Context: an optimization exercise on an open-source flow, tuned for a short achievable clock period and few clock cycles. The choices shown serve that exercise and are no tape-out recipe. No run shown here included a check of the RTL's function; only the layout flow was run. Power figures rest on the tool's default switching activity, not on a simulated workload.

### flow/design.v
package definesPkg;
   parameter BTB_BITS = 5;
endpackage
module add16
(
   input  [15:0] a,
   input  [15:0] b,
   input         cin,
   output [15:0] s
);
   wire [15:0] g0 = a & b;
   wire [15:0] p0 = a ^ b;
   logic [15:0] g [0:4];
   logic [15:0] p [0:4];
   always_comb begin
      g[0] = g0;
      p[0] = p0;
      g[0][0] = g0[0] | (p0[0] & cin);
      p[0][0] = 1'b0;
      for (int k = 0; k < 4; k++) begin
         g[k+1] = g[k];
         p[k+1] = p[k];
         for (int i = (1 << k); i < 16; i++) begin
            g[k+1][i] = g[k][i] | (p[k][i] & g[k][i-(1<<k)]);
            p[k+1][i] = p[k][i] & p[k][i-(1<<k)];
         end
      end
   end
   assign s = p0 ^ {g[4][14:0], cin};
endmodule
import definesPkg::*;
module cpu
(
   input clk,
   input reset,
   output [15:0] o_pc_addr,
   output o_pc_rd,
   input [15:0] i_pc_rddata,
   output [15:0] o_ldst_addr,
   output o_ldst_rd,
   output o_ldst_wr,
   input [15:0] i_ldst_rddata,
   output [15:0] o_ldst_wrdata,
   output [127:0] o_tb_regs
);
   localparam NB = 1 << BTB_BITS;
   localparam TW = 15 - BTB_BITS;    
   localparam PT = 4;                
   logic [15:0] pc;
   logic [NB-1:0] oh;             
   logic [15:0] pco;              
   logic [15:0] rf [0:7];
   logic        N, Z;
   logic        d_valid;
   logic [15:0] d_pc;
   logic        d_bok;            
   logic [TW-1:0] d_btag;         
   logic        d_fall;           
   logic        d_hold;           
   logic [15:0] d_ir;
   logic        x_valid;
   logic [15:0] x_a, x_b;         
   logic [10:0] x_hi;             
   logic        x_ah, x_al;       
   logic        x_lk;             
   logic        x_bm;             
   logic [15:0] x_imm;            
   logic        x_sub, x_setf, x_wr, x_ld;
   logic [7:0]  x_ldoh;           
   logic [2:0]  x_rd;
   logic        x_br, x_breg, x_call, x_ret;
   logic [1:0]  x_cond;           
   logic [15:0] x_jreg, x_pc, x_pc2, x_pred;
   logic        x_eqf;            
   logic        x_ptok;           
   logic        x_z0, x_o1;       
   logic [15:0] m_addr, m_wdata;
   logic        m_rd, m_wr;
   logic        w_ld;
   logic [2:0]  w_rd;
   logic [NB-1:0] bt_v, bt_ret, bt_call;
   logic [TW-1:0] bt_tag [0:NB-1];
   logic [15:0]   bt_tgt [0:NB-1];
   logic [15:0]   rar;
   logic          u_we, u_set, u_ret, u_call;
   logic [BTB_BITS-1:0] u_idx;
   logic [TW-1:0] u_tag;
   logic [15:0]   u_tgt;
   assign o_pc_addr = pco;
   assign o_pc_rd = 1'b1;
   assign o_ldst_addr = m_addr;
   assign o_ldst_wrdata = m_wdata;
   assign o_ldst_rd = m_rd;
   assign o_ldst_wr = m_wr;
   logic [127:0] tb_regs;
   assign o_tb_regs = tb_regs;
   wire [15:0] in1 = (x_a & {{8{x_ah}}, {8{x_al}}}) | (x_pc2 & {16{x_lk}});
   wire [15:0] in2 = ((x_b ^ {16{x_sub}}) & {16{x_bm}}) | x_imm;
   wire [15:0] sum;
   add16 alu (.a(in1), .b(in2), .cin(x_sub), .s(sum));
   logic taken;
   always_comb begin
      case (x_cond)
         2'd0: taken = x_br;
         2'd1: taken = x_br & Z;
         2'd2: taken = x_br & N;
         default: taken = 1'b0;
      endcase
   end
   wire [15:0] x_tgt;
   add16 tgt_add (.a(x_pc2), .b({{4{x_hi[10]}}, x_hi, 1'b0}), .cin(1'b0), .s(x_tgt));
   wire [15:0] actual = taken ? (x_breg ? x_jreg : x_tgt) : x_pc2;
   wire        eq_r = (x_jreg == x_pred);
   wire        skip = x_valid & taken & ~x_breg & x_o1 & x_eqf & d_valid & d_fall;
   wire        mp = x_valid & ~skip &
                    (taken ? ~(x_breg ? eq_r : (x_ptok | (x_z0 & x_eqf))) : ~x_eqf);
   logic [15:0]   s_tgt;
   logic [TW-1:0] s_tag;
   logic          s_v, s_ret, s_call;
   always_comb begin
      s_tgt = '0; s_tag = '0; s_v = 1'b0; s_ret = 1'b0; s_call = 1'b0;
      for (int i = 0; i < NB; i++) begin
         s_tgt = s_tgt | (bt_tgt[i] & {16{oh[i]}});
         s_tag = s_tag | (bt_tag[i] & {TW{oh[i]}});
         s_v = s_v | (bt_v[i] & oh[i]);
         s_ret = s_ret | (bt_ret[i] & oh[i]);
         s_call = s_call | (bt_call[i] & oh[i]);
      end
   end
   wire        hit = s_v & (s_tag[PT-1:0] == pc[BTB_BITS+PT:BTB_BITS+1]);
   wire [15:0] pc2;
   add16 pc_inc (.a(pc), .b(16'd2), .cin(1'b0), .s(pc2));
   wire [15:0] pred_next = hit ? (s_ret ? rar : s_tgt) : pc2;
   function automatic [NB-1:0] onehot(input [BTB_BITS-1:0] i);
      onehot = '0;
      onehot[i] = 1'b1;
   endfunction
   wire [NB-1:0] oh_pred = hit ? (s_ret ? onehot(rar[BTB_BITS:1]) : onehot(s_tgt[BTB_BITS:1]))
                               : {oh[NB-2:0], oh[NB-1]};
   wire [15:0] instr = d_hold ? d_ir : i_pc_rddata;
   wire [4:0]  op = instr[4:0];
   wire [2:0]  rx = instr[7:5];
   wire [2:0]  ry = instr[10:8];
   wire [15:0] d_pc2;
   add16 dpc_inc (.a(d_pc), .b(16'd2), .cin(1'b0), .s(d_pc2));
   logic use_x, use_y;
   always_comb begin
      case (op)
         5'b00001, 5'b00010, 5'b00011, 5'b00101,
         5'b10001, 5'b10010, 5'b10011, 5'b10110,
         5'b01000, 5'b01001, 5'b01010, 5'b01100: use_x = 1'b1;
         default: use_x = 1'b0;
      endcase
      case (op)
         5'b00000, 5'b00001, 5'b00010, 5'b00011, 5'b00100, 5'b00101: use_y = 1'b1;
         default: use_y = 1'b0;
      endcase
   end
   logic [15:0] va, vb;
   always_comb begin
      if (x_valid & x_wr & (x_rd == rx)) va = sum;
      else if (w_ld & (w_rd == rx)) va = i_ldst_rddata;
      else va = rf[rx];
      if (x_valid & x_wr & (x_rd == ry)) vb = sum;
      else if (w_ld & (w_rd == ry)) vb = i_ldst_rddata;
      else vb = rf[ry];
   end
   wire stall = d_valid & ~skip & ((use_x & x_ldoh[rx]) | (use_y & x_ldoh[ry]));
   wire go = d_valid & ~stall & ~mp & ~skip;
   wire [15:0] s8 = {{8{instr[15]}}, instr[15:8]};
   logic n_ah, n_al, n_lk, n_bm;
   logic [15:0] n_imm;
   logic n_sub, n_setf, n_wr, n_ld, n_st, n_br, n_breg, n_call, n_ret;
   logic [1:0] n_cond;
   logic [2:0] n_rd;
   always_comb begin
      n_ah = 1'b0; n_al = 1'b0; n_lk = 1'b0; n_bm = 1'b0; n_imm = 16'd0;
      n_sub = 1'b0; n_setf = 1'b0; n_wr = 1'b0; n_ld = 1'b0; n_st = 1'b0;
      n_br = 1'b0; n_breg = 1'b0; n_call = 1'b0; n_ret = 1'b0; n_cond = 2'd3;
      n_rd = rx;
      case (op)
         5'b00000: begin n_bm = 1'b1; n_wr = 1'b1; end                                  
         5'b00001: begin n_ah = 1'b1; n_al = 1'b1; n_bm = 1'b1; n_wr = 1'b1; n_setf = 1'b1; end  
         5'b00010: begin n_ah = 1'b1; n_al = 1'b1; n_bm = 1'b1; n_wr = 1'b1; n_setf = 1'b1; n_sub = 1'b1; end  
         5'b00011: begin n_ah = 1'b1; n_al = 1'b1; n_bm = 1'b1; n_setf = 1'b1; n_sub = 1'b1; end  
         5'b00100: begin n_ld = 1'b1; end                                              
         5'b00101: begin n_st = 1'b1; end                                              
         5'b10000: begin n_imm = s8; n_wr = 1'b1; end                                  
         5'b10001: begin n_ah = 1'b1; n_al = 1'b1; n_imm = s8; n_wr = 1'b1; n_setf = 1'b1; end  
         5'b10010: begin n_ah = 1'b1; n_al = 1'b1; n_imm = ~s8; n_wr = 1'b1; n_setf = 1'b1; n_sub = 1'b1; end  
         5'b10011: begin n_ah = 1'b1; n_al = 1'b1; n_imm = ~s8; n_setf = 1'b1; n_sub = 1'b1; end  
         5'b10110: begin n_al = 1'b1; n_imm = {instr[15:8], 8'd0}; n_wr = 1'b1; end    
         5'b01000: begin n_br = 1'b1; n_breg = 1'b1; n_cond = 2'd0; n_ret = (rx == 3'd7); end  
         5'b01001: begin n_br = 1'b1; n_breg = 1'b1; n_cond = 2'd1; n_ret = (rx == 3'd7); end  
         5'b01010: begin n_br = 1'b1; n_breg = 1'b1; n_cond = 2'd2; n_ret = (rx == 3'd7); end  
         5'b01100: begin n_br = 1'b1; n_breg = 1'b1; n_cond = 2'd0; n_call = 1'b1;             
                         n_lk = 1'b1; n_wr = 1'b1; n_rd = 3'd7; end
         5'b11000: begin n_br = 1'b1; n_cond = 2'd0; end                               
         5'b11001: begin n_br = 1'b1; n_cond = 2'd1; end                               
         5'b11010: begin n_br = 1'b1; n_cond = 2'd2; end                               
         5'b11100: begin n_br = 1'b1; n_cond = 2'd0; n_call = 1'b1;                     
                         n_lk = 1'b1; n_wr = 1'b1; n_rd = 3'd7; end
         default: ;
      endcase
   end
   always_ff @(posedge clk or posedge reset) begin
      if (reset) begin
         d_valid <= 1'b0;
         d_hold <= 1'b0;
         x_valid <= 1'b0;
         m_wr <= 1'b0;
         w_ld <= 1'b0;
         N <= 1'b0;
         Z <= 1'b0;
         bt_v <= '0;
         u_we <= 1'b0;
         rar <= 16'd0;
      end else begin
         if (mp & x_call) rar <= x_pc2;
         else if (!mp & hit & s_call) rar <= pc2;
         if (mp | skip) begin
            d_valid <= ~mp;
            d_hold <= 1'b0;
         end else if (stall) begin
            d_hold <= 1'b1;
         end else begin
            d_valid <= 1'b1;
            d_hold <= 1'b0;
         end
         x_valid <= go;
         m_wr <= go & n_st;
         w_ld <= x_valid & x_ld;
         if (x_valid & x_setf) begin
            N <= sum[15];
            Z <= (sum == 16'd0);
         end
         u_we <= mp | skip;
         if (u_we) bt_v[u_idx] <= u_set;
      end
   end
   wire [15:0] pc_next = mp ? actual : (stall ? pc : pred_next);
   always_ff @(posedge clk) begin
      if (reset) begin
         pc <= 16'd0;
         m_rd <= 1'b0;
      end else begin
         pc <= pc_next;
         m_rd <= go & n_ld;
      end
   end
   always_ff @(posedge clk or posedge reset)
      if (reset) pco <= 16'd0;
      else pco <= pc_next;
   always_ff @(posedge clk) begin
      if (reset) oh <= onehot('0);
      else if (mp) oh <= onehot(actual[BTB_BITS:1]);
      else if (!stall) oh <= oh_pred;
   end
   always_ff @(posedge clk) begin
      if (!d_hold) d_ir <= i_pc_rddata;
      if (!stall) begin
         d_pc <= pc;
         d_bok <= hit & ~s_ret;
         d_btag <= s_tag;
         d_fall <= ~hit;
      end
      x_ptok <= d_bok & (d_btag == d_pc[15:BTB_BITS+1]);
      x_z0 <= (instr[15:5] == 11'd0);
      x_o1 <= (instr[15:5] == 11'd1);
      x_a <= va;
      x_b <= vb;
      x_hi <= instr[15:5];
      x_ah <= n_ah;
      x_al <= n_al;
      x_lk <= n_lk;
      x_bm <= n_bm;
      x_imm <= n_imm;
      x_sub <= n_sub;
      x_setf <= n_setf;
      x_wr <= n_wr;
      x_ld <= n_ld;
      x_ldoh <= (go & n_ld) ? (8'd1 << rx) : 8'd0;
      x_rd <= n_rd;
      x_br <= n_br;
      x_breg <= n_breg;
      x_call <= n_call;
      x_ret <= n_ret;
      x_cond <= n_cond;
      x_jreg <= va;
      x_pc <= d_pc;
      x_pc2 <= d_pc2;
      x_pred <= pc;
      m_addr <= vb;
      m_wdata <= va;
      w_rd <= x_rd;
      x_eqf <= (d_pc2 == pc);
      u_set <= taken;
      u_idx <= x_pc[BTB_BITS:1];
      u_tag <= x_pc[15:BTB_BITS+1];
      u_tgt <= actual;
      u_ret <= x_ret;
      u_call <= x_call;
      if (u_we & u_set) begin
         bt_tag[u_idx] <= u_tag;
         bt_tgt[u_idx] <= u_tgt;
         bt_ret[u_idx] <= u_ret;
         bt_call[u_idx] <= u_call;
      end
   end
   always_ff @(posedge clk)
      tb_regs <= {rf[7], rf[6], rf[5], rf[4], rf[3], rf[2], rf[1], rf[0]};
   always_ff @(posedge clk) begin
      if (reset) begin
         rf[0] <= 16'hCAFE; rf[1] <= 16'hBADD; rf[2] <= 16'hCAFE; rf[3] <= 16'hBADD;
         rf[4] <= 16'hCAFE; rf[5] <= 16'hBADD; rf[6] <= 16'hCAFE; rf[7] <= 16'hBADD;
      end else begin
         if (w_ld) rf[w_rd] <= i_ldst_rddata;
         if (x_valid & x_wr) rf[x_rd] <= sum;
      end
   end
endmodule
### flow/flow/run.sh
#!/bin/bash
# Standard ORFS layout, with repair_timing aiming for a larger setup margin.
set -euo pipefail
bash standard.sh SETUP_SLACK_MARGIN=6.5 finish > standard_flow.log 2>&1
### flow/standard.sh
#!/bin/bash
# synth_recipe.tcl (not shown) runs the flow's synth.tcl, then flattens the netlist and writes it again
# the make line also repeats each setting of config.mk as NAME=value (left out here)
make -C /OpenROAD-flow-scripts/flow DESIGN_CONFIG=/design/flow/config.mk WORK_HOME=/design/flow/orfs CLKGATE_MAP_FILE= SYNTH_SCRIPT=/design/flow/synth_recipe.tcl "${@:-finish}"
### flow/config.mk
export PLATFORM = sky130hd
export DESIGN_NAME = cpu
export DESIGN_NICKNAME = cpu
export VERILOG_FILES = /design/flow/design.v
export SDC_FILE = /design/flow/constraint.sdc
export NUM_CORES = 4
export LEC_CHECK = 0
export ABC_CLOCK_PERIOD_IN_PS = 1000
export CAP_MARGIN = 20
export CORE_MARGIN = 2
export CORE_UTILIZATION = 40
export SETUP_SLACK_MARGIN = 5
export SLEW_MARGIN = 20
### flow/constraint.sdc
create_clock -name core_clock -period 10.0 [get_ports {clk}]
set_input_delay 2.0000 -clock core_clock [delete_from_list [all_inputs] [get_ports {clk}]]
set_output_delay 2.0000 -clock core_clock [all_outputs]
set_load 0.01 [all_outputs]
==> run summary, run 1 <==
Clock H-tree levels 4; Slowest-stage cell, CP fa_2; Initial DRT Pass Iterations 8; I/O pins 213; ys async rst share 4.878%; leading cell types in the layout, fill and taps excluded 1052 x edfxtp_1, 428 x nand2_1, 347 x a22oi_1, 284 x dfxtp_1, 213 x buf_4; ANT nets after route 0; count of cell types in the netlist 88; synth top area cells edfxtp_1 54%, dfxtp_1 12%, a22oi_1 4.5%; main combinational cell family by area after synthesis compound AO/OA/AOI/OAI gates; drt total wl 226.8 mm; mapped cell area 58840 um2; Synth Flop Type edfxtp_1; clock slew at reported path FFs 60 ps; # rows 140; Overflow after GRT 0; die width 387.5 um; Logic pwr share 31.2%; post-synthesis compound-gate area fraction 12.86%; final hold violations 0; per-cell routed wire length 32.77 um; Final Cycle Share 36.14%; Reg power frac 40.8%; largest net degree at the start of global routing 75; XOR/XNOR share of the synthesized area 2.054%; post-synth top area share 53.69%; Total Power 20.93 mW; clock sinks 1476; CTS buffer count 153; Final setup viols 0; PwrDens 288.6 nW/um2; Synth Warn # 4; required time of the critical path 10550 ps; Slew Viols, Final 0; Iter 0 DRT Violations 7225; initial antenna violation count 10; P_leak 25.22 nW; crit path DAT 4170 ps; Area after DPL 63590 um2; Core ar. 145900 um2; drt drc 0; cells on worst reg2reg path 17; clk latency of the worst-skew pair 820 ps; Vias/cell 6.377; Slew headroom 20.94%; Die Y 387.5 um; Worst Tran Pin Value 1175 ps; CP Launch Type flop; Design Area, Final 72520 um2; Clock Root Buffer clkbuf_16; Area Growth Syn to Fin 23.25%; clock power share 28.1%; Yosys reg bits 1476; vias 44124; commonest non-fill, non-tap cell in the layout edfxtp_1; starting density of the core 40.32%; CP Capture Type flop; vias in the first global route 40992; # port buffers 211; setup TNS 0 ps; Avg Inst Size Synth 13.05 um2; minimum clock period 3614 ps; hold path depth 0; Finished Core Util 49.70%; Worst Skew 89.48 ps; CP Max Fanout 8; maximum vdd ir drop 0.1929 mV; Reg2Reg Launch Point x_sub; critical path's top delay family compound AO/OA/AOI/OAI gates; first-pass GRT wire length 310.1 mm; Detail Placement HPWL 129.3 mm; crit-path max cell delay 420 ps; synthesized instance count 4507; fraction of layout cells with a size suffix above 1 20.37%; register-to-register setup slack 6390 ps; Layout fillers 12395; CP Cell Sequence buf_12 -> buf_6 -> xor2_2 -> a21oi_2 -> fa_2 -> fa_2 -> nor2b_2 -> o31a_1 -> o41ai_4 -> o31ai_2 -> nor3_2 -> o21bai_1 -> a21oi_2 -> xor2_2 -> buf_6 -> buf_12 -> o21ai_0; CTS tree yes; Synth area leader edfxtp_1; Synth Area in Adders 0.9952%; RSZ-0062 raised after global routing yes; syn nets 4586; simple-gate portion of the synthesized area 10.48%; Min-Delay Endpoint u_idx[0]; non-filler instance count after layout 6919; DP Cell Count 6446; Seq/Total Area, Yosys 68.73%; Final #Nets 4949; Post-synth EDFFs 1052; f_max 276.7 MHz; Final Wtd Congestion 0.9105; Max Buffers Root-to-Sink 3; r2r endpoint rf[7][14]; number of max-cap violations 0; sw frac 37.41%; GRT Total Usage 28.86%; net switching power 7.831 mW; Setup CP Type reg -> reg; Die Area 150200 um2; WP buf/inv 4; Int Pwr 13.10 mW; Worst Hold Class reg -> reg; min-delay src x_pc[1]; status no timing/DRC/antenna violations; multiplexer area fraction after synthesis 2.352%
-- through the flow --
| stage | worst slack [ps] | hold slack [ps] |
|---|---|---|
| after floorplan | 6073 | 309.6 |
| after global placement | 3635 | 316.8 |
| after detailed placement | 3594 | 319.6 |
| after CTS | 6463 | 327.5 |
| after global routing | 6274 | 343.3 |
| final | 6386 | 335.1 |
-- synthesized netlist by cell type (7+ instances only) --
| master | number |
|---|---|
| a211oi_1 | 33 |
| a21o_1 | 19 |
| a21oi_1 | 151 |
| a221oi_1 | 79 |
| a22o_1 | 75 |
| a22oi_1 | 350 |
| a311oi_1 | 40 |
| a31oi_1 | 34 |
| a32o_1 | 13 |
| and2_1 | 20 |
| and3_1 | 51 |
| buf_1 | 44 |
| buf_2 | 21 |
| buf_4 | 10 |
| clkbuf_1 | 237 |
| dfrtp_1 | 72 |
| dfxtp_1 | 352 |
| edfxtp_1 | 1052 |
| ha_1 | 42 |
| inv_1 | 50 |
| mux2_2 | 57 |
| mux2i_1 | 73 |
| nand2_1 | 439 |
| nand2b_1 | 16 |
| nand3_1 | 190 |
| nand4_1 | 128 |
| nor2_1 | 189 |
| nor2b_1 | 12 |
| nor3_1 | 141 |
| nor3b_1 | 8 |
| nor4_1 | 14 |
| nor4_2 | 7 |
| o211ai_1 | 7 |
| o21a_1 | 12 |
| o21ai_0 | 187 |
| o31ai_1 | 7 |
| or3_1 | 11 |
| or4_1 | 9 |
| xnor2_1 | 63 |
| xor2_1 | 75 |
-- logic make-up after synthesis --
| group | after synthesis |
|---|---|
| flops | 1476 |
| mux | 131 |
| compound gates | 1077 |
| xor+xnor | 138 |
| other cells | 1 |
| simple gates | 1268 |
| fa+ha+maj | 45 |
| buf+inv | 371 |
-- power by group through the flow --
stage	clock network, mW	logic [mW]	registers (mW)
final	5.88	6.52	8.53
after floorplan	0	3.14	7.99
after detailed placement	0	5.09	8.59
after global placement	0	5.07	8.57
after global routing	6.16	6.76	8.56
after CTS	5.91	5.62	8.47
-- sequential cells by signal, summed over array words and instances, names as in the netlist, 32 cells and up --
name       count
bt_v          32
bt_call       32
o_tb_regs    128
oh            32
bt_tgt       512
bt_tag       320
bt_ret        32
rf           128
-- worst max path at each step --
stage                   start         to  slack, ps  cells after the start
3_3_place_gp   i_pc_rddata[9]      pc[6]       3640                     14
6_report                x_sub  rf[7][14]       6390                     17
2_1_floorplan  i_pc_rddata[9]      pc[9]       6070                     13
3_5_place_dp   i_pc_rddata[9]      pc[8]       3590                     14
5_1_grt                 x_sub  rf[7][14]       6270                     17
4_1_cts                 reset   rf[5][4]       6460                      5
-- routing by layer --
layer  track usage (%)  vias to the layer above  share of wire [%]
met1             38.43                    22097                 38
met5                 0                        -              0.015
met2             44.47                     3273                 44
li1                  -                    18095                  -
met3             7.005                      653                 12
met4             13.52                        6                5.6
-- worst register-to-register path: stages, from the launching register on --
cell	delay (ps)
dfxtp_4	350
buf_12	140
buf_6	120
xor2_2	120
a21oi_2	90
fa_2	420
fa_2	370
nor2b_2	150
o31a_1	230
o41ai_4	110
o31ai_2	300
nor3_2	80
o21bai_1	170
a21oi_2	100
xor2_2	160
buf_6	160
buf_12	150
o21ai_0	110
-- cell type report --
type | count | area [um2] | share of cell area [%]
well taps | 1917 | 2399 | 3.308
clock inverters | 84 | 1089 | 1.501
repair buffers | 515 | 5119 | 7.058
flip-flops and latches | 1476 | 40620 | 56.01
inverters | 56 | 302.8 | 0.4175
diodes | 4 | 10.01 | 0.01380
repair inverters | 7 | 98.84 | 0.1363
multi-input cells | 2661 | 18740 | 25.84
clock buffers | 199 | 4144 | 5.714
-- what timing repair did --
action | CTS | global route
hold buffers | 0 | 0
endpoints found under the setup margin | 1309 | 259
buffers inserted | 79 | 79
gates resized for setup | 528 | 287
pin swaps | 27 | 77
cloned | 12 | 16
==> run 2, diff against run 1 <==
--- a/flow/design.v
+++ b/flow/design.v
@@ -58,4 +58,2 @@
    logic        d_fall;           
-   logic        d_hold;           
-   logic [15:0] d_ir;
    logic        x_valid;
@@ -68,3 +66,2 @@
    logic        x_sub, x_setf, x_wr, x_ld;
-   logic [7:0]  x_ldoh;           
    logic [2:0]  x_rd;
@@ -139,3 +136,3 @@
                                : {oh[NB-2:0], oh[NB-1]};
-   wire [15:0] instr = d_hold ? d_ir : i_pc_rddata;
+   wire [15:0] instr = i_pc_rddata;
    wire [4:0]  op = instr[4:0];
@@ -167,3 +164,4 @@
    end
-   wire stall = d_valid & ~skip & ((use_x & x_ldoh[rx]) | (use_y & x_ldoh[ry]));
+   wire stall = d_valid & x_valid & x_ld & ~skip &
+                ((use_x & (x_rd == rx)) | (use_y & (x_rd == ry)));
    wire go = d_valid & ~stall & ~mp & ~skip;
@@ -208,3 +206,2 @@
          d_valid <= 1'b0;
-         d_hold <= 1'b0;
          x_valid <= 1'b0;
@@ -220,11 +217,3 @@
          else if (!mp & hit & s_call) rar <= pc2;
-         if (mp | skip) begin
-            d_valid <= ~mp;
-            d_hold <= 1'b0;
-         end else if (stall) begin
-            d_hold <= 1'b1;
-         end else begin
-            d_valid <= 1'b1;
-            d_hold <= 1'b0;
-         end
+         d_valid <= ~mp & ~stall;
          x_valid <= go;
@@ -240,3 +229,3 @@
    end
-   wire [15:0] pc_next = mp ? actual : (stall ? pc : pred_next);
+   wire [15:0] pc_next = mp ? actual : (stall ? d_pc : pred_next);
    always_ff @(posedge clk) begin
@@ -256,12 +245,10 @@
       else if (mp) oh <= onehot(actual[BTB_BITS:1]);
-      else if (!stall) oh <= oh_pred;
+      else if (stall) oh <= onehot(d_pc[BTB_BITS:1]);
+      else oh <= oh_pred;
    end
    always_ff @(posedge clk) begin
-      if (!d_hold) d_ir <= i_pc_rddata;
-      if (!stall) begin
-         d_pc <= pc;
-         d_bok <= hit & ~s_ret;
-         d_btag <= s_tag;
-         d_fall <= ~hit;
-      end
+      d_pc <= pc;
+      d_bok <= hit & ~s_ret;
+      d_btag <= s_tag;
+      d_fall <= ~hit;
       x_ptok <= d_bok & (d_btag == d_pc[15:BTB_BITS+1]);
@@ -281,3 +268,2 @@
       x_ld <= n_ld;
-      x_ldoh <= (go & n_ld) ? (8'd1 << rx) : 8'd0;
       x_rd <= n_rd;
==> flow/flow/run.sh (replaced) <==
#!/bin/bash
# Standard ORFS layout, with repair_timing aiming for a larger setup margin.
set -euo pipefail
bash standard.sh SETUP_SLACK_MARGIN=7.0 finish > standard_flow.log 2>&1
==> run summary, run 2 <==
I/O pins 213 (unchanged); Final #Nets 4549 (was 4949); synth top area cells edfxtp_1 54%, dfxtp_1 12%, a22oi_1 4.5% (unchanged); DP Worst Slack 3777 ps (was 3594 ps); drt drc 0 (unchanged); net switching power 4.705 mW (was 7.831 mW); most used cell, CP buf_12; Vias/cell 6.416 (was 6.377); Core ar. 141800 um2 (was 145900 um2); Synth Warn # 4 (unchanged); Overflow after GRT 0 (unchanged); Area after DPL 62460 um2 (was 63590 um2); CP Max Fanout 10 (was 8); cells on worst reg2reg path 10 (was 17); number of max-cap violations 0 (unchanged); Setup CP Type in -> reg (was reg -> reg); ys async rst share 4.910% (was 4.878%); register-to-register setup slack 6360 ps (was 6390 ps); non-filler instance count after layout 6485 (was 6919); DP Cell Count 5991 (was 6446); Post-synth EDFFs 1024 (was 1052); worst setup margin 6159 ps (was 6386 ps); minimum clock period 3841 ps (was 3614 ps); Final Cycle Share 38.41% (was 36.14%); r2r endpoint oh[3] (was rf[7][14]); final hold violations 0 (unchanged); commonest non-fill, non-tap cell in the layout edfxtp_1 (unchanged); most instantiated cells after synthesis 1024 x edfxtp_1, 351 x dfxtp_1, 340 x a22oi_1, 247 x o21ai_0, 221 x clkbuf_1 (was 1052 x edfxtp_1, 439 x nand2_1, 352 x dfxtp_1, 350 x a22oi_1, 237 x clkbuf_1); gr busiest metal met2 (unchanged); M2 GR Usage 44.89% (was 44.47%); Top reg by flops bt_tgt (unchanged); syn nets 4156 (was 4586); count of cell types in the netlist 93 (was 88); clock sinks 1446 (was 1476); CTS buffer count 148 (was 153); Design Area, Final 71980 um2 (was 72520 um2); mapped cell area 57270 um2 (was 58840 um2); Detail Placement HPWL 120.6 mm (was 129.3 mm); Reg power frac 44.6% (was 40.8%); Final Wtd Congestion 0.9117 (was 0.9105); maximum vdd ir drop 0.2132 mV (was 0.1929 mV); Clock H-tree levels 4 (unchanged); Reg2Reg Launch Point oh[28] (was x_sub); Max Buffers Root-to-Sink 3 (unchanged); Clock Root Buffer clkbuf_16 (unchanged); CP Capture Type flop (unchanged); sw frac 30.08% (was 37.41%); Slew headroom 17.62% (was 20.94%); leading cell types in the layout, fill and taps excluded 1024 x edfxtp_1, 333 x a22oi_1, 200 x buf_6, 192 x o21ai_0, 186 x dfxtp_1 (was 1052 x edfxtp_1, 428 x nand2_1, 347 x a22oi_1, 284 x dfxtp_1, 213 x buf_4); met1 Resource Use GR 40.84% (was 38.43%); Die Area 146200 um2 (was 150200 um2); vias 41609 (was 44124); crit-path max cell delay 520 ps (was 420 ps); GR Util met3 6.613% (was 7.005%); per-cell routed wire length 33.98 um (was 32.77 um); Final setup viols 0 (unchanged); initial antenna violation count 8 (was 10); Seq/Total Area, Yosys 69.06% (was 68.73%); Die Y 382.4 um (was 387.5 um); setup TNS 0 ps (unchanged); hold path depth 0 (unchanged); Worst Skew 55.37 ps (was 89.48 ps); Initial DRT Pass Iterations 6 (was 8); # port buffers 211 (unchanged); first-pass GRT wire length 303.9 mm (was 310.1 mm); CP Cell Sequence buf_12 -> buf_12 -> xnor2_4 -> nand3_4 -> or4b_1 -> o31a_1 -> nor3_4 -> buf_12 -> nand2b_4 -> inv_12 -> buf_12 -> a221o_1 -> and2_1 (was buf_12 -> buf_6 -> xor2_2 -> a21oi_2 -> fa_2 -> fa_2 -> nor2b_2 -> o31a_1 -> o41ai_4 -> o31ai_2 -> nor3_2 -> o21bai_1 -> a21oi_2 -> xor2_2 -> buf_6 -> buf_12 -> o21ai_0); max FFs per register 512 (unchanged); Total Power 15.64 mW (was 20.93 mW); Int Pwr 10.94 mW (was 13.10 mW); Synth area leader edfxtp_1 (unchanged); vias in the first global route 38738 (was 40992); most common cell in the synthesized netlist edfxtp_1 (unchanged); Slew Viols, Final 0 (unchanged); PwrDens 217.3 nW/um2 (was 288.6 nW/um2); Iter 0 DRT Violations 7359 (was 7225); Avg Inst Size Synth 14.06 um2 (was 13.05 um2); Synth Flop Type edfxtp_1 (unchanged); largest net degree at the start of global routing 75 (unchanged); synthesized instance count 4073 (was 4507); fraction of layout cells with a size suffix above 1 29.68% (was 20.37%); clk latency of the worst-skew pair 810 ps (was 820 ps); Worst Hold Class reg -> reg (unchanged); Yosys reg bits 1446 (was 1476); post-synth top area share 53.69% (about the same); clock slew at reported path FFs 60 ps (about the same); die width 382.4 um (was 387.5 um); Worst Tran Pin Value 1223 ps (was 1175 ps); required time of the critical path 10680 ps (was 10550 ps); # rows 138 (was 140); f_max 260.3 MHz (was 276.7 MHz); Regs by FF count bt_tgt: 512 flops, bt_tag: 320 flops (unchanged); crit path DAT 4520 ps (was 4170 ps); WP buf/inv 5 (was 4); Slowest-stage cell, CP or4b_1 (was fa_2); starting density of the core 40.40% (was 40.32%); drt total wl 220.3 mm (was 226.8 mm); critical path's top delay family simple AND/OR/NAND/NOR gates (was compound AO/OA/AOI/OAI gates); P_leak 24.28 nW (was 25.22 nW); Min-Delay Endpoint u_idx[3] (was u_idx[0]); CP Launch Type input port (was flop); GRT Total Usage 29.39% (was 28.86%); clock power share 36.3% (was 28.1%); Logic pwr share 19.1% (was 31.2%); min-delay src x_pc[4] (was x_pc[1]); ANT nets after route 0 (unchanged); CTS tree yes (unchanged); status no timing/DRC/antenna violations (unchanged); Area Growth Syn to Fin 25.68% (was 23.25%); RSZ-0062 raised after global routing yes (unchanged)
-- run 2: cell count changes after synthesis, moves of 28 or more --
cell | previous run | this run
a311oi_1 | 40 | 4
and3_1 | 51 | 20
edfxtp_1 | 1052 | 1024
mux4_2 | 0 | 64
nand2_1 | 439 | 180
nand3_1 | 190 | 127
nor2_1 | 189 | 129
o21ai_0 | 187 | 247
-- run 2: logic make-up after synthesis --
| family | synth area share [%] |
|---|---|
| flops | 69.06 |
| compound gates | 12.64 |
| simple gates | 7.484 |
| buf+inv | 2.298 |
| mux | 5.118 |
| xor+xnor | 2.287 |
| fa+ha+maj | 1.110 |
| other cells | 0.006547 |
-- run 2: power groups by stage --
stage                     sequential (mW)  combinational (mW)  clock [mW]
after floorplan                      6.90                1.53           0
after global placement               7.08                2.31           0
after global routing                 6.99                3.10        5.91
final                                6.98                2.99        5.67
after detailed placement             7.09                2.32           0
after CTS                            6.96                2.74        5.68
-- run 2: final cells by class --
class | instances | area (um2)
repair inverters | 3 | 28.78
clock buffers | 233 | 4412
well taps | 1890 | 2365
repair buffers | 525 | 5881
clock inverters | 43 | 578.1
diodes | 3 | 7.507
flip-flops and latches | 1446 | 39900
multi-input cells | 2296 | 18590
fillers | 11760 | 69780
inverters | 46 | 214.0
-- run 2: what timing repair did --
action	4_1_cts	5_1_grt
setup endpoints to repair	1391	926
gates cloned	23	3
buffers inserted	158	31
gates resized for setup	1338	188
pin swaps	94	54
hold buffers	0	0
-- run 2: through the flow --
stage               utilization [%]  hold slack (ps)
floorplan                         -            309.6
global placement              44.05            309.9
detailed placement            44.06            312.1
CTS                           49.97            289.6
global route                  50.77            292.6
finish                        50.78            289.0
-- run 2: worst register-to-register path: cells and delay by family (launching register included) --
| kind | cells | cell delay, ps |
|---|---|---|
| DFF | 1 | 500 |
| buffers and inverters | 2 | 670 |
| and+or+nand+nor | 4 | 1220 |
| AOI/OAI and AO/OA | 3 | 640 |
| muxes | 1 | 520 |
-- run 2: how the worst max path moves through the flow --
stage	from	cells past startpoint	end
global route	i_pc_rddata[10]	13	oh[13]
global placement	i_pc_rddata[10]	13	oh[13]
finish	i_pc_rddata[10]	13	pc[13]
CTS	i_pc_rddata[10]	14	oh[0]
floorplan	i_pc_rddata[9]	13	oh[0]
detailed placement	i_pc_rddata[1]	11	oh[13]
-- run 2: layer usage --
metal,part of all wire [%],wire length (um)
met2,45,98750
met4,4.4,9659
met5,0.0054,12
met1,39,85200
met3,12,26710
==> run 3, diff against run 2 <==
--- a/flow/design.v
+++ b/flow/design.v
@@ -58,2 +58,4 @@
    logic        d_fall;           
+   logic        d_hold;           
+   logic [15:0] d_ir;
    logic        x_valid;
@@ -66,2 +68,3 @@
    logic        x_sub, x_setf, x_wr, x_ld;
+   logic [7:0]  x_ldoh;           
    logic [2:0]  x_rd;
@@ -71,4 +74,4 @@
    logic        x_eqf;            
-   logic        x_ptok;           
-   logic        x_z0, x_o1;       
+   logic        x_dres;           
+   logic        x_dupd;           
    logic [15:0] m_addr, m_wdata;
@@ -110,5 +113,6 @@
    wire        eq_r = (x_jreg == x_pred);
-   wire        skip = x_valid & taken & ~x_breg & x_o1 & x_eqf & d_valid & d_fall;
-   wire        mp = x_valid & ~skip &
-                    (taken ? ~(x_breg ? eq_r : (x_ptok | (x_z0 & x_eqf))) : ~x_eqf);
+   wire        mp = x_valid & ~x_dres & (taken ? ~eq_r : ~x_eqf);
+   wire [15:0] zt = in1 ^ in2;
+   wire [15:0] zo = in1 | in2;
+   wire        fast_z = &(zt ~^ {zo[14:0], x_sub});
    logic [15:0]   s_tgt;
@@ -136,3 +140,3 @@
                                : {oh[NB-2:0], oh[NB-1]};
-   wire [15:0] instr = i_pc_rddata;
+   wire [15:0] instr = d_hold ? d_ir : i_pc_rddata;
    wire [4:0]  op = instr[4:0];
@@ -164,5 +168,16 @@
    end
-   wire stall = d_valid & x_valid & x_ld & ~skip &
-                ((use_x & (x_rd == rx)) | (use_y & (x_rd == ry)));
-   wire go = d_valid & ~stall & ~mp & ~skip;
+   wire stall = d_valid & ((use_x & x_ldoh[rx]) | (use_y & x_ldoh[ry]));
+   wire [15:0] d_tgt;
+   add16 dtgt_add (.a(d_pc2), .b({{4{instr[15]}}, instr[15:5], 1'b0}), .cin(1'b0), .s(d_tgt));
+   wire fz = (x_valid & x_setf) ? fast_z : Z;
+   wire fn = (x_valid & x_setf) ? sum[15] : N;
+   wire is_jc = (op == 5'b11000) | (op == 5'b11100);
+   wire is_dir = is_jc | (op == 5'b11001) | (op == 5'b11010);
+   wire dtaken = is_jc | ((op == 5'b11001) & fz) | ((op == 5'b11010) & fn);
+   wire d_ptok = d_bok & (d_btag == d_pc[15:BTB_BITS+1]);
+   wire d_z0 = (instr[15:5] == 11'd0);
+   wire d_ok = dtaken ? (d_ptok | (d_z0 & d_fall)) : d_fall;
+   wire dmis = d_valid & ~mp & is_dir & ~d_ok;
+   wire [15:0] d_next = dtaken ? d_tgt : d_pc2;
+   wire go = d_valid & ~stall & ~mp;
    wire [15:0] s8 = {{8{instr[15]}}, instr[15:8]};
@@ -206,2 +221,3 @@
          d_valid <= 1'b0;
+         d_hold <= 1'b0;
          x_valid <= 1'b0;
@@ -216,4 +232,13 @@
          if (mp & x_call) rar <= x_pc2;
+         else if (dmis & (op == 5'b11100)) rar <= d_pc2;
          else if (!mp & hit & s_call) rar <= pc2;
-         d_valid <= ~mp & ~stall;
+         if (mp | dmis) begin
+            d_valid <= 1'b0;
+            d_hold <= 1'b0;
+         end else if (stall) begin
+            d_hold <= 1'b1;
+         end else begin
+            d_valid <= 1'b1;
+            d_hold <= 1'b0;
+         end
          x_valid <= go;
@@ -225,3 +250,3 @@
          end
-         u_we <= mp | skip;
+         u_we <= mp | (x_valid & x_dupd);
          if (u_we) bt_v[u_idx] <= u_set;
@@ -229,3 +254,3 @@
    end
-   wire [15:0] pc_next = mp ? actual : (stall ? d_pc : pred_next);
+   wire [15:0] pc_next = mp ? actual : dmis ? d_next : (stall ? pc : pred_next);
    always_ff @(posedge clk) begin
@@ -245,13 +270,15 @@
       else if (mp) oh <= onehot(actual[BTB_BITS:1]);
-      else if (stall) oh <= onehot(d_pc[BTB_BITS:1]);
-      else oh <= oh_pred;
+      else if (dmis) oh <= onehot(d_next[BTB_BITS:1]);
+      else if (!stall) oh <= oh_pred;
    end
    always_ff @(posedge clk) begin
-      d_pc <= pc;
-      d_bok <= hit & ~s_ret;
-      d_btag <= s_tag;
-      d_fall <= ~hit;
-      x_ptok <= d_bok & (d_btag == d_pc[15:BTB_BITS+1]);
-      x_z0 <= (instr[15:5] == 11'd0);
-      x_o1 <= (instr[15:5] == 11'd1);
+      if (!d_hold) d_ir <= i_pc_rddata;
+      if (!stall) begin
+         d_pc <= pc;
+         d_bok <= hit & ~s_ret;
+         d_btag <= s_tag;
+         d_fall <= ~hit;
+      end
+      x_dres <= is_dir;
+      x_dupd <= dmis;
       x_a <= va;
@@ -268,2 +295,3 @@
       x_ld <= n_ld;
+      x_ldoh <= (go & n_ld) ? (8'd1 << rx) : 8'd0;
       x_rd <= n_rd;
==> run summary, run 3 <==
cts hold-fix bufs 0 (unchanged); Top reg by flops bt_tgt (unchanged); Final setup viols 0 (unchanged); clk latency of the worst-skew pair 820 ps (was 810 ps); RSZ-0062 raised after global routing yes (unchanged); Worst Hold Class reg -> reg (unchanged); leading cell types in the layout, fill and taps excluded 1052 x edfxtp_1, 451 x nand2_1, 355 x a22oi_1, 237 x buf_4, 211 x buf_6 (was 1024 x edfxtp_1, 333 x a22oi_1, 200 x buf_6, 192 x o21ai_0, 186 x dfxtp_1); die width 394.0 um (was 382.4 um); DP Worst Slack 3157 ps (was 3777 ps); min-delay src x_pc[1] (was x_pc[4]); CP Capture Type flop (unchanged); CTS tree yes (unchanged); ANT nets after route 0 (unchanged); post-synth top area share 51.94% (was 53.69%); cells on worst reg2reg path 29 (was 10); Min-Delay Endpoint u_idx[0] (was u_idx[3]); PwrDens 210.5 nW/um2 (was 217.3 nW/um2); Slew Viols, Final 0 (unchanged); Final #Nets 5390 (was 4549); vias 47533 (was 41609); number of max-cap violations 0 (unchanged); most common cell in the synthesized netlist edfxtp_1 (unchanged); Clock H-tree levels 4 (unchanged); mapped cell area 60830 um2 (was 57270 um2); Setup CP Type reg -> reg (was in -> reg); minimum clock period 4760 ps (was 3841 ps); met1 wire length 92.23 mm (was 85.20 mm); hold slack 321.5 ps (was 289.0 ps); Worst Skew 81.42 ps (was 55.37 ps); largest net degree at the start of global routing 71 (was 75); Overflow after GRT 0 (unchanged); Die Y 394.0 um (was 382.4 um); Max Buffers Root-to-Sink 3 (unchanged); register-to-register setup slack 5240 ps (was 6360 ps); Detail Placement HPWL 140.8 mm (was 120.6 mm); Die Area 155200 um2 (was 146200 um2); Regs by FF count bt_tgt: 512 flops, bt_tag: 320 flops (unchanged); drt drc 0 (unchanged); Iter 0 DRT Violations 7270 (was 7359); max FFs per register 512 (unchanged); vias in the first global route 44177 (was 38738); met2 WL 112.0 mm (was 98.75 mm); Core ar. 151500 um2 (was 141800 um2); drt total wl 250.9 mm (was 220.3 mm); Worst Tran Pin Value 1181 ps (was 1223 ps); required time of the critical path 10550 ps (was 10680 ps); crit-path max cell delay 440 ps (was 520 ps); syn nets 4912 (was 4156); DP Cell Count 6835 (was 5991); Slew headroom 20.76% (was 17.62%); Initial DRT Pass Iterations 8 (was 6); clock slew at reported path FFs 70 ps (was 60 ps); Post-synth EDFFs 1052 (was 1024); most instantiated cells after synthesis 1052 x edfxtp_1, 486 x nand2_1, 359 x a22oi_1, 351 x dfxtp_1, 234 x clkbuf_1 (was 1024 x edfxtp_1, 351 x dfxtp_1, 340 x a22oi_1, 247 x o21ai_0, 221 x clkbuf_1); synthesized instance count 4800 (was 4073); ys async rst share 4.881% (was 4.910%); Final Wtd Congestion 0.9291 (was 0.9117); # port buffers 211 (unchanged); maximum vdd ir drop 0.1692 mV (was 0.2132 mV); crit path DAT 5310 ps (was 4520 ps); Vias/cell 6.386 (was 6.416); worst setup margin 5240 ps (was 6159 ps); starting density of the core 40.14% (was 40.40%); Seq/Total Area, Yosys 66.45% (was 69.06%); initial antenna violation count 11 (was 8); Slowest-stage cell, CP dfxtp_4 (was or4b_1); Reg2Reg Launch Point x_sub (was oh[28]); CP Max Fanout 8 (was 10); Clock Root Buffer clkbuf_16 (unchanged); count of cell types in the netlist 96 (was 93); clock sinks 1475 (was 1446); r2r endpoint rf[2][14] (was oh[3]); Synth Warn # 4 (unchanged); Area Growth Syn to Fin 28.50% (was 25.68%); commonest non-fill, non-tap cell in the layout edfxtp_1 (unchanged); GRT Total Usage 31.19% (was 29.39%); CTS buffer count 155 (was 148); Final Cycle Share 47.60% (was 38.41%); Yosys reg bits 1475 (was 1446); # rows 143 (was 138); f_max 210.1 MHz (was 260.3 MHz); met3 WL 31.87 mm (was 26.71 mm); synth top area cells edfxtp_1 52%, dfxtp_1 12%, a22oi_1 4.4% (was edfxtp_1 54%, dfxtp_1 12%, a22oi_1 4.5%); hold path depth 0 (unchanged); first-pass GRT wire length 345.2 mm (was 303.9 mm); most used cell, CP buf_6 (was buf_12); final hold violations 0 (unchanged); setup TNS 0 ps (unchanged); Synth area leader edfxtp_1 (unchanged); CP Launch Type flop (was input port); per-cell routed wire length 33.70 um (was 33.98 um); non-filler instance count after layout 7443 (was 6485); I/O pins 213 (unchanged); P_leak 27.68 nW (was 24.28 nW); Total Power 16.45 mW (was 15.64 mW); status no timing/DRC/antenna violations (unchanged); Synth Flop Type edfxtp_1 (unchanged); Avg Inst Size Synth 12.67 um2 (was 14.06 um2); top layer in use met5 (unchanged); fraction of layout cells with a size suffix above 1 29.70% (was 29.68%)
[run 3: worst max path at each step]
stage                 to            from  slack, ps  cells past startpoint
3_3_place_gp      oh[26]  i_pc_rddata[6]       3130                     15
6_report       rf[2][14]           x_sub       5240                     29
4_1_cts           oh[25]           x_sub       5370                     21
5_1_grt        rf[2][14]           x_sub       5100                     29
3_5_place_dp      oh[26]  i_pc_rddata[6]       3160                     15
2_1_floorplan     oh[17]  i_pc_rddata[2]       4890                     18
[run 3: kinds of logic (layout without fill, tap and decap cells)]
logic type / count (synthesis) / after routing / synth area share (%)
DFF: 1475 / 1475 / 66.45
and+or+nand+nor: 1354 / 1356 / 10.57
AOI/OAI and AO/OA: 1141 / 1141 / 13.41
buffers and inverters: 434 / 1042 / 2.787
xor gates and xnor gates: 172 / 172 / 2.489
muxes: 145 / 145 / 2.627
adders and majority gates: 78 / 78 / 1.654
other: 1 / 4 / 0.006165
[run 3: where the power goes]
group	switching [mW]	internal (mW)	leakage (nW)	total, mW
combinational	2.17	1.29	11.8	3.46
sequential	0.367	6.79	13.4	7.16
clock	2.55	3.28	2.49	5.84
[run 3: what timing repair did]
action                     in CTS  in global routing
setup buffers                 224                 57
setup endpoints to repair     902                600
gates resized for setup      1419                235
gates cloned                   33                  2
pin swaps                     119                 79
[run 3: area by class of cell]
type / count / area [um2]
tap: 2030 / 2540
clock buffer: 217 / 4328
antenna: 3 / 7.507
sequential: 1475 / 40680
multi-input combinational: 2893 / 22390
fill: 12800 / 73380
timing repair buffer: 634 / 6724
timing repair inverter: 8 / 110.1
clock inverter: 72 / 842.1
inverter: 111 / 545.5
[run 3: critical path: cells and delay by family, from the launching register on]
family	cells	cell delay, ps
buf+inv	15	1690
compound gates	8	970
fa+ha+maj	2	780
flops	1	440
xor+xnor	2	330
simple gates	2	270
[run 3: stage by stage]
step | area (um2) | util (%)
after global placement | 66610 | 43.95
final | 78160 | 51.58
after CTS | 76630 | 50.56
after global routing | 78160 | 51.57
after floorplan | 62770 | -
after detailed placement | 66630 | 43.97
[run 3: per-layer routing]
| metal | track usage, % | up-vias |
|---|---|---|
| met1 | 40.84 | 23741 |
| met3 | 8.602 | 808 |
| met2 | 47.90 | 3627 |
| li1 | - | 19353 |
| met5 | 0 | - |
| met4 | 15.05 | 4 |
==> run 4, diff against run 3 <==
--- a/flow/design.v
+++ b/flow/design.v
@@ -59,3 +59,5 @@
    logic        d_hold;           
-   logic [15:0] d_ir;
+   logic [15:0] r_ir, r_pc;
+   logic        r_bok, r_fall;
+   logic [TW-1:0] r_btag;
    logic        x_valid;
@@ -140,3 +142,9 @@
                                : {oh[NB-2:0], oh[NB-1]};
-   wire [15:0] instr = d_hold ? d_ir : i_pc_rddata;
+   wire [15:0] instr = d_hold ? r_ir : i_pc_rddata;
+   wire [15:0] D_pc = d_hold ? r_pc : d_pc;
+   wire        D_bok = d_hold ? r_bok : d_bok;
+   wire [TW-1:0] D_btag = d_hold ? r_btag : d_btag;
+   wire        D_fall = d_hold ? r_fall : d_fall;
+   wire        D_valid = d_hold | d_valid;
+   wire [15:0] D_after = (d_hold & d_valid) ? d_pc : pc;     
    wire [4:0]  op = instr[4:0];
@@ -145,3 +153,3 @@
    wire [15:0] d_pc2;
-   add16 dpc_inc (.a(d_pc), .b(16'd2), .cin(1'b0), .s(d_pc2));
+   add16 dpc_inc (.a(D_pc), .b(16'd2), .cin(1'b0), .s(d_pc2));
    logic use_x, use_y;
@@ -168,3 +176,17 @@
    end
-   wire stall = d_valid & ((use_x & x_ldoh[rx]) | (use_y & x_ldoh[ry]));
+   wire stall = D_valid & ((use_x & x_ldoh[rx]) | (use_y & x_ldoh[ry]));
+   logic use_xb, use_yb;
+   always_comb begin
+      case (r_ir[4:0])
+         5'b00001, 5'b00010, 5'b00011, 5'b00101,
+         5'b10001, 5'b10010, 5'b10011, 5'b10110,
+         5'b01000, 5'b01001, 5'b01010, 5'b01100: use_xb = 1'b1;
+         default: use_xb = 1'b0;
+      endcase
+      case (r_ir[4:0])
+         5'b00000, 5'b00001, 5'b00010, 5'b00011, 5'b00100, 5'b00101: use_yb = 1'b1;
+         default: use_yb = 1'b0;
+      endcase
+   end
+   wire refetch = d_hold & ((use_xb & x_ldoh[r_ir[7:5]]) | (use_yb & x_ldoh[r_ir[10:8]]));
    wire [15:0] d_tgt;
@@ -176,8 +198,8 @@
    wire dtaken = is_jc | ((op == 5'b11001) & fz) | ((op == 5'b11010) & fn);
-   wire d_ptok = d_bok & (d_btag == d_pc[15:BTB_BITS+1]);
+   wire d_ptok = D_bok & (D_btag == D_pc[15:BTB_BITS+1]);
    wire d_z0 = (instr[15:5] == 11'd0);
-   wire d_ok = dtaken ? (d_ptok | (d_z0 & d_fall)) : d_fall;
-   wire dmis = d_valid & ~mp & is_dir & ~d_ok;
+   wire d_ok = dtaken ? (d_ptok | (d_z0 & D_fall)) : D_fall;
+   wire dmis = D_valid & ~mp & is_dir & ~d_ok;
    wire [15:0] d_next = dtaken ? d_tgt : d_pc2;
-   wire go = d_valid & ~stall & ~mp;
+   wire go = D_valid & ~stall & ~mp;
    wire [15:0] s8 = {{8{instr[15]}}, instr[15:8]};
@@ -234,11 +256,6 @@
          else if (!mp & hit & s_call) rar <= pc2;
-         if (mp | dmis) begin
-            d_valid <= 1'b0;
-            d_hold <= 1'b0;
-         end else if (stall) begin
-            d_hold <= 1'b1;
-         end else begin
-            d_valid <= 1'b1;
-            d_hold <= 1'b0;
-         end
+         d_valid <= ~(mp | dmis | refetch);
+         if (mp | dmis) d_hold <= 1'b0;
+         else if (d_hold) d_hold <= refetch | d_valid;
+         else d_hold <= stall;
          x_valid <= go;
@@ -254,3 +271,3 @@
    end
-   wire [15:0] pc_next = mp ? actual : dmis ? d_next : (stall ? pc : pred_next);
+   wire [15:0] pc_next = mp ? actual : dmis ? d_next : (refetch ? d_pc : pred_next);
    always_ff @(posedge clk) begin
@@ -271,12 +288,17 @@
       else if (dmis) oh <= onehot(d_next[BTB_BITS:1]);
-      else if (!stall) oh <= oh_pred;
+      else if (refetch) oh <= onehot(d_pc[BTB_BITS:1]);
+      else oh <= oh_pred;
    end
    always_ff @(posedge clk) begin
-      if (!d_hold) d_ir <= i_pc_rddata;
-      if (!stall) begin
-         d_pc <= pc;
-         d_bok <= hit & ~s_ret;
-         d_btag <= s_tag;
-         d_fall <= ~hit;
+      if (!refetch) begin
+         r_ir <= i_pc_rddata;
+         r_pc <= d_pc;
+         r_bok <= d_bok;
+         r_btag <= d_btag;
+         r_fall <= d_fall;
       end
+      d_pc <= pc;
+      d_bok <= hit & ~s_ret;
+      d_btag <= s_tag;
+      d_fall <= ~hit;
       x_dres <= is_dir;
@@ -303,5 +325,5 @@
       x_jreg <= va;
-      x_pc <= d_pc;
+      x_pc <= D_pc;
       x_pc2 <= d_pc2;
-      x_pred <= pc;
+      x_pred <= D_after;
       m_addr <= vb;
@@ -309,3 +331,3 @@
       w_rd <= x_rd;
-      x_eqf <= (d_pc2 == pc);
+      x_eqf <= (d_pc2 == D_after);
       u_set <= taken;
==> run summary, run 4 <==
status no timing/DRC/antenna violations (unchanged); crit path DAT 5080 ps (was 5310 ps); mapped cell area 63490 um2 (was 60830 um2); Setup CP Type reg -> reg (unchanged); Max Buffers Root-to-Sink 3 (unchanged); leading cell types in the layout, fill and taps excluded 1068 x edfxtp_1, 444 x nand2_1, 361 x a22oi_1, 237 x buf_4, 223 x dfxtp_1 (was 1052 x edfxtp_1, 451 x nand2_1, 355 x a22oi_1, 237 x buf_4, 211 x buf_6); I/O pins 213 (unchanged); per-cell routed wire length 34.66 um (was 33.70 um); initial antenna violation count 14 (was 11); sw frac 35.58% (was 30.93%); Yosys reg bits 1515 (was 1475); Die Area 161900 um2 (was 155200 um2); syn nets 5124 (was 4912); Synth area leader edfxtp_1 (unchanged); synth top area cells edfxtp_1 51%, dfxtp_1 12%, a22oi_1 4.3% (was edfxtp_1 52%, dfxtp_1 12%, a22oi_1 4.4%); clock power share 30.0% (was 35.5%); CP Cell Sequence buf_4 -> a22oi_1 -> nand4_1 -> or4_1 -> buf_4 -> a311oi_1 -> a221o_1 -> nor3_1 -> a21o_1 -> a32oi_1 -> o211ai_1; clk latency of the worst-skew pair 860 ps (was 820 ps); Int Pwr 13.29 mW (was 11.37 mW); Post-synth EDFFs 1068 (was 1052); Worst Skew 104.1 ps (was 81.42 ps); vias in the first global route 46439 (was 44177); CTS tree yes (unchanged); f_max 229.0 MHz (was 210.1 MHz); commonest non-fill, non-tap cell in the layout edfxtp_1 (unchanged); most used cell, CP buf_4 (was buf_6); synthesized instance count 5008 (was 4800); CP Capture Type flop (unchanged); Final Wtd Congestion 0.9604 (was 0.9291); final hold violations 0 (unchanged); Area Growth Syn to Fin 27.69% (was 28.50%); Overflow after GRT 0 (unchanged); Worst Tran Pin Value 1118 ps (was 1181 ps); setup TNS 0 ps (unchanged); clock slew at reported path FFs 60 ps (was 70 ps); minimum clock period 4367 ps (was 4760 ps); Synth Warn # 4 (unchanged); Logic pwr share 31.5% (was 21.0%); fraction of layout cells with a size suffix above 1 29.39% (was 29.70%); critical path's top delay family compound AO/OA/AOI/OAI gates (was buffers and inverters); Slew Viols, Final 0 (unchanged); net switching power 7.338 mW (was 5.088 mW); Vias/cell 6.449 (was 6.386); most common cell in the synthesized netlist edfxtp_1 (unchanged); most instantiated cells after synthesis 1068 x edfxtp_1, 485 x nand2_1, 375 x dfxtp_1, 361 x a22oi_1, 207 x o21ai_0 (was 1052 x edfxtp_1, 486 x nand2_1, 359 x a22oi_1, 351 x dfxtp_1, 234 x clkbuf_1); Final #Nets 5573 (was 5390); number of max-cap violations 0 (unchanged); Total Power 20.62 mW (was 16.45 mW); Clock Root Buffer clkbuf_16 (unchanged); crit-path max cell delay 600 ps (was 440 ps); post-synth top area share 50.51% (was 51.94%); P_leak 28.12 nW (was 27.68 nW); largest net degree at the start of global routing 60 (was 71); starting density of the core 40.18% (was 40.14%); # port buffers 211 (unchanged); die width 402.4 um (was 394.0 um); Design Area, Final 81070 um2 (was 78160 um2); PwrDens 254.4 nW/um2 (was 210.5 nW/um2); Layout fillers 13366 (was 12800); Initial DRT Pass Iterations 8 (unchanged); DP Worst Slack 3372 ps (was 3157 ps); vias 49464 (was 47533); Slowest-stage cell, CP or4_1 (was dfxtp_4); Synth Flop Type edfxtp_1 (unchanged); CP Launch Type flop (unchanged); clock sinks 1515 (was 1475); GRT Total Usage 31.81% (was 31.19%); Area after DPL 68870 um2 (was 66630 um2); # rows 146 (was 143); drt total wl 265.9 mm (was 250.9 mm); drt drc 0 (unchanged); Slew headroom 25.20% (was 20.76%); WP buf/inv 2 (was 15); first-pass GRT wire length 365.0 mm (was 345.2 mm); ys async rst share 4.752% (was 4.881%); Regs by FF count bt_tgt: 512 flops, bt_tag: 320 flops (unchanged); Seq/Total Area, Yosys 65.17% (was 66.45%); Top reg by flops bt_tgt (unchanged); Final setup viols 0 (unchanged); CTS buffer count 159 (was 155); Reg power frac 38.6% (was 43.5%); Avg Inst Size Synth 12.68 um2 (was 12.67 um2); Die Y 402.4 um (was 394.0 um); cts hold-fix bufs 0 (unchanged); ANT nets after route 0 (unchanged); worst setup margin 5633 ps (was 5240 ps); Final Cycle Share 43.67% (was 47.60%); Clock H-tree levels 4 (unchanged); Iter 0 DRT Violations 7201 (was 7270); CP Max Fanout 34 (was 8); count of cell types in the netlist 114 (was 96); Worst Hold Class reg -> reg (unchanged); RSZ-0062 raised after global routing yes (unchanged); Core ar. 158000 um2 (was 151500 um2); max FFs per register 512 (unchanged); Detail Placement HPWL 151.7 mm (was 140.8 mm); maximum vdd ir drop 0.1822 mV (was 0.1692 mV); required time of the critical path 10720 ps (was 10550 ps)
-- run 4: changes by cell type after synthesis, sizes merged, moves of 18 or more --
cell,change
a32oi,+18
o211ai,+35
nand4,+36
nor2,-32
a211oi,-31
buf,+47
o21ai,+31
clkbuf,-34
dfxtp,+24
mux2,+24
-- run 4: metal layers --
metal	vias to the layer above	GRT usage (%)	share of wire, %
li1	20240	-	-
met1	24918	41.14	36
met2	3509	49.90	45
met3	789	6.333	11
met4	8	18.32	7.2
met5	-	0	0.021
-- run 4: final timing paths --
path	start	endpoint	slack, ps	cells past startpoint
hold reg to reg	x_pc[3]	u_idx[2]	330	0
hold / removal	x_pc[3]	u_idx[2]	330	0
setup reg to reg	oh[15]	oh[15]	5630	11
max in group asynchronous	reset	x_valid	7840	3
setup / recovery	oh[15]	oh[15]	5630	11
min in group asynchronous	reset	pco[8]	1490	3
-- run 4: final cells by class --
| class | instances | area (um2) | share of cell area, % |
|---|---|---|---|
| antenna | 5 | 12.51 | 0.01543 |
| clock buffer | 223 | 4476 | 5.520 |
| clock inverter | 74 | 1032 | 1.273 |
| inverter | 98 | 430.4 | 0.5309 |
| multi-input combinational | 3065 | 24150 | 29.79 |
| sequential | 1515 | 41650 | 51.37 |
| tap | 2072 | 2592 | 3.198 |
| timing repair buffer | 616 | 6714 | 8.281 |
| timing repair inverter | 2 | 17.52 | 0.02161 |
-- run 4: power by group through the flow --
stage          registers (mW)  clock network, mW  logic (mW)
6_report                 7.95               6.18        6.49
5_1_grt                  7.97               6.47        6.70
4_1_cts                  7.90               6.22        5.92
3_5_place_dp             8.03                  0        4.65
3_3_place_gp             8.03                  0        4.64
2_1_floorplan            7.67                  0        2.96
-- run 4: per-stage QoR --
stage	util [%]	std cells	hold slack, ps
floorplan	-	5008	309.6
global placement	43.57	7081	314.4
detailed placement	43.59	7083	315.4
CTS	50.16	7614	331.7
global route	51.30	7665	333.7
finish	51.31	7670	330.0
-- run 4: kinds of logic after synthesis --
logic type / Yosys count / share of synthesized area [%]
other cells: 1 / 0.005906
mux: 178 / 3.106
simple gates: 1396 / 10.81
flops: 1515 / 65.17
fa+ha+maj: 82 / 1.663
compound gates: 1230 / 13.89
buf+inv: 435 / 2.948
xor+xnor: 171 / 2.406
-- run 4: repair_timing --
action / CTS / global route
buffers inserted: 197 / 43
pin swaps: 170 / 118
resized for setup: 1459 / 296
cloned: 37 / 8
setup endpoints to repair: 1521 / 556
-- run 4: worst reg2reg max path: cells and delay by family (launching register included) --
| kind | cells | cell delay, ps |
|---|---|---|
| and+or+nand+nor | 3 | 970 |
| AOI/OAI and AO/OA | 6 | 1970 |
| buffers and inverters | 2 | 730 |
| DFF | 1 | 570 |
==> run 5, diff against run 4 <==
--- a/flow/design.v
+++ b/flow/design.v
@@ -77,2 +77,4 @@
    logic        x_dres;           
+   logic        x_ptok;           
+   logic        x_z0;             
    logic        x_dupd;           
@@ -99,3 +101,3 @@
    wire [15:0] in1 = (x_a & {{8{x_ah}}, {8{x_al}}}) | (x_pc2 & {16{x_lk}});
-   wire [15:0] in2 = ((x_b ^ {16{x_sub}}) & {16{x_bm}}) | x_imm;
+   wire [15:0] in2 = (x_b & {16{x_bm}}) | x_imm;
    wire [15:0] sum;
@@ -115,3 +117,4 @@
    wire        eq_r = (x_jreg == x_pred);
-   wire        mp = x_valid & ~x_dres & (taken ? ~eq_r : ~x_eqf);
+   wire        mp = x_valid & ~x_dres &
+                    (taken ? ~(x_breg ? eq_r : (x_ptok | (x_z0 & x_eqf))) : ~x_eqf);
    wire [15:0] zt = in1 ^ in2;
@@ -193,7 +196,5 @@
    add16 dtgt_add (.a(d_pc2), .b({{4{instr[15]}}, instr[15:5], 1'b0}), .cin(1'b0), .s(d_tgt));
-   wire fz = (x_valid & x_setf) ? fast_z : Z;
-   wire fn = (x_valid & x_setf) ? sum[15] : N;
    wire is_jc = (op == 5'b11000) | (op == 5'b11100);
-   wire is_dir = is_jc | (op == 5'b11001) | (op == 5'b11010);
-   wire dtaken = is_jc | ((op == 5'b11001) & fz) | ((op == 5'b11010) & fn);
+   wire is_dir = is_jc | (((op == 5'b11001) | (op == 5'b11010)) & ~(x_valid & x_setf));
+   wire dtaken = is_jc | ((op == 5'b11001) & Z) | ((op == 5'b11010) & N);
    wire d_ptok = D_bok & (D_btag == D_pc[15:BTB_BITS+1]);
@@ -265,3 +266,3 @@
             N <= sum[15];
-            Z <= (sum == 16'd0);
+            Z <= fast_z;
          end
@@ -304,5 +305,7 @@
       x_dres <= is_dir;
+      x_ptok <= d_ptok;
+      x_z0 <= d_z0;
       x_dupd <= dmis;
       x_a <= va;
-      x_b <= vb;
+      x_b <= vb ^ {16{n_sub}};
       x_hi <= instr[15:5];
==> run summary, run 5 <==
Layout fillers 13151 (was 13366); clock power share 31.3% (was 30.0%); Yosys reg bits 1533 (was 1515); Synth area leader edfxtp_1 (unchanged); simple-gate portion of the synthesized area 10.10% (was 10.81%); # rows 146 (unchanged); synthesized instance count 4979 (was 5008); required time of the critical path 10660 ps (was 10720 ps); CP Launch Type input port (was flop); mapped cell area 63310 um2 (was 63490 um2); Worst Tran Pin Value 1241 ps (was 1118 ps); vias 49688 (was 49464); main combinational cell family by area after synthesis compound AO/OA/AOI/OAI gates (unchanged); count of cell types in the netlist 96 (was 114); f_max 241.1 MHz (was 229.0 MHz); CTS tree yes (unchanged); first-pass GRT wire length 357.3 mm (was 365.0 mm); die width 401.8 um (was 402.4 um); Synth Flop Type edfxtp_1 (unchanged); Avg Inst Size Synth 12.72 um2 (was 12.68 um2); Post-synth EDFFs 1068 (unchanged); Regs by FF count bt_tgt: 512 flops, bt_tag: 320 flops (unchanged); starting density of the core 40.11% (was 40.18%); post-synth top area share 50.66% (was 50.51%); clk latency of the worst-skew pair 850 ps (was 860 ps); minimum clock period 4148 ps (was 4367 ps); I/O pins 213 (unchanged); Core ar. 157800 um2 (was 158000 um2); Vias/cell 6.429 (was 6.449); most instantiated cells after synthesis 1068 x edfxtp_1, 441 x nand2_1, 393 x dfxtp_1, 354 x a22oi_1, 240 x clkbuf_1 (was 1068 x edfxtp_1, 485 x nand2_1, 375 x dfxtp_1, 361 x a22oi_1, 207 x o21ai_0); Final #Nets 5626 (was 5573); most common cell in the synthesized netlist edfxtp_1 (unchanged); # port buffers 211 (unchanged); initial antenna violation count 15 (was 14); commonest non-fill, non-tap cell in the layout edfxtp_1 (unchanged); leading cell types in the layout, fill and taps excluded 1068 x edfxtp_1, 409 x nand2_1, 340 x a22oi_1, 273 x buf_4, 240 x dfxtp_1 (was 1068 x edfxtp_1, 444 x nand2_1, 361 x a22oi_1, 237 x buf_4, 223 x dfxtp_1); clock slew at reported path FFs 60 ps (about the same); CP Cell Sequence buf_8 -> mux2i_4 -> clkinv_4 -> ha_4 -> inv_2 -> fa_2 -> o21ai_4 -> inv_2 -> ha_4 -> nand2_4 -> nor2_4 -> xor2_4 -> mux2i_4 -> buf_6 -> nor3_4 -> buf_12 -> a222oi_1 -> o21ai_1 (was buf_4 -> a22oi_1 -> nand4_1 -> or4_1 -> buf_4 -> a311oi_1 -> a221o_1 -> nor3_1 -> a21o_1 -> a32oi_1 -> o211ai_1); XOR/XNOR share of the synthesized area 2.377% (was 2.406%); Design Area, Final 82240 um2 (was 81070 um2); Reg area 42030 um2 (was 41650 um2); status no timing/DRC/antenna violations (unchanged); Worst Skew 82.31 ps (was 104.1 ps); crit-path max cell delay 460 ps (was 600 ps); setup TNS 0 ps (unchanged); Area Growth Syn to Fin 29.90% (was 27.69%); Clock Root Buffer clkbuf_16 (unchanged); Slew Viols, Final 0 (unchanged); drt total wl 261.4 mm (was 265.9 mm); fraction of layout cells with a size suffix above 1 32.06% (was 29.39%); Area after DPL 69370 um2 (was 68870 um2); Synth Warn # 4 (unchanged); syn nets 5095 (was 5124); Setup CP Type in -> reg (was reg -> reg); Die Area 161500 um2 (was 161900 um2); post-synthesis compound-gate area fraction 13.70% (was 13.89%); ANT nets after route 0 (unchanged); max FFs per register 512 (unchanged); drt drc 0 (unchanged); Slew headroom 16.65% (was 25.20%); final hold violations 0 (unchanged); Int Pwr 13.13 mW (was 13.29 mW); Die Y 401.8 um (was 402.4 um); ys async rst share 4.697% (was 4.752%); Final setup viols 0 (unchanged); clock sinks 1533 (was 1515); RSZ-0062 raised after global routing yes (unchanged); vias in the first global route 46357 (was 46439); CP Capture Type flop (unchanged); multiplexer area fraction after synthesis 3.522% (was 3.106%); Top reg by flops bt_tgt (unchanged)
==> run 5: routing by layer <==
metal | GRT usage (%) | part of all wire (%)
met3 | 8.195 | 12
met2 | 46.88 | 43
met5 | 0 | 0.017
met1 | 42.28 | 39
met4 | 13.77 | 5.5
==> run 5: cell type report <==
class                   count  share of cell area (%)
inverters                 125                  0.7470
well taps                2072                   3.152
repair inverters            2                 0.03043
multi-input cells        3022                   29.42
clock inverters            90                   1.454
clock buffers             211                   5.402
flip-flops and latches   1533                   51.11
diodes                      8                 0.02434
repair buffers            666                   8.660
==> run 5: logic make-up (layout without fill, tap and decap cells) <==
group	Yosys count	in the layout
AOI/OAI and AO/OA	1238	1238
xor gates and xnor gates	171	171
adders and majority gates	82	82
buffers and inverters	436	1094
DFF	1533	1533
muxes	203	203
other	1	9
and+or+nand+nor	1315	1327
==> run 5: metrics by stage <==
stage	std cells	power [mW]	hold slack, ps	worst slack, ps	utilization (%)
2_1_floorplan	4979	10.24	309.6	4977	-
3_3_place_gp	7074	12.14	315.5	3402	43.95
3_5_place_dp	7074	12.15	314.3	3392	43.95
4_1_cts	7622	19.56	335.4	5847	50.68
5_1_grt	7722	20.66	346.3	5763	52.10
6_report	7729	20.18	329.8	5852	52.11
==> run 5: final timing paths <==
| kind | start | end | slack [ps] | depth (start not counted) |
|---|---|---|---|---|
| max | i_pc_rddata[5] | oh[20] | 5850 | 18 |
| min | x_pc[9] | u_tag[3] | 330 | 0 |
| max reg2reg | d_hold | oh[20] | 5940 | 19 |
| min reg2reg | x_pc[9] | u_tag[3] | 330 | 0 |
| max in group asynchronous | reset | rar[0] | 7720 | 3 |
| min in group asynchronous | reset | w_ld | 1310 | 2 |
==> run 5: worst max-delay path: cells and delay by family <==
family	cells	cell delay (ps)
AO/OA/AOI/OAI	3	520
XOR/XNOR	1	170
adder cells (fa/ha/maj)	3	810
buffers and inverters	6	640
multiplexers	2	470
AND/OR/NAND/NOR	3	170
==> run 5: power groups by stage <==
stage               Combinational (mW)  Clock [mW]  Sequential, mW
detailed placement                4.18           0            7.97
floorplan                         2.61           0            7.63
finish                            6.00        6.32            7.86
global placement                  4.17           0            7.96
CTS                               5.39        6.35            7.82
global route                      6.18        6.60            7.88
==> run 5: what timing repair did <==
item                       in CTS  in global routing
cloned                         34                 11
setup endpoints to repair     839                622
hold buffers                    0                  0
buffers inserted              213                 88
pin swaps                     168                124
resized for setup            1572                254

Check on run 5: ideal ports give 5.852 ns setup slack; a clkbuf_16 on the clock port and buf_2 on the inputs give 5.895 ns; moving port delays by the midpoint clock arrival (0.897 ns) as well gives 4.997 ns.
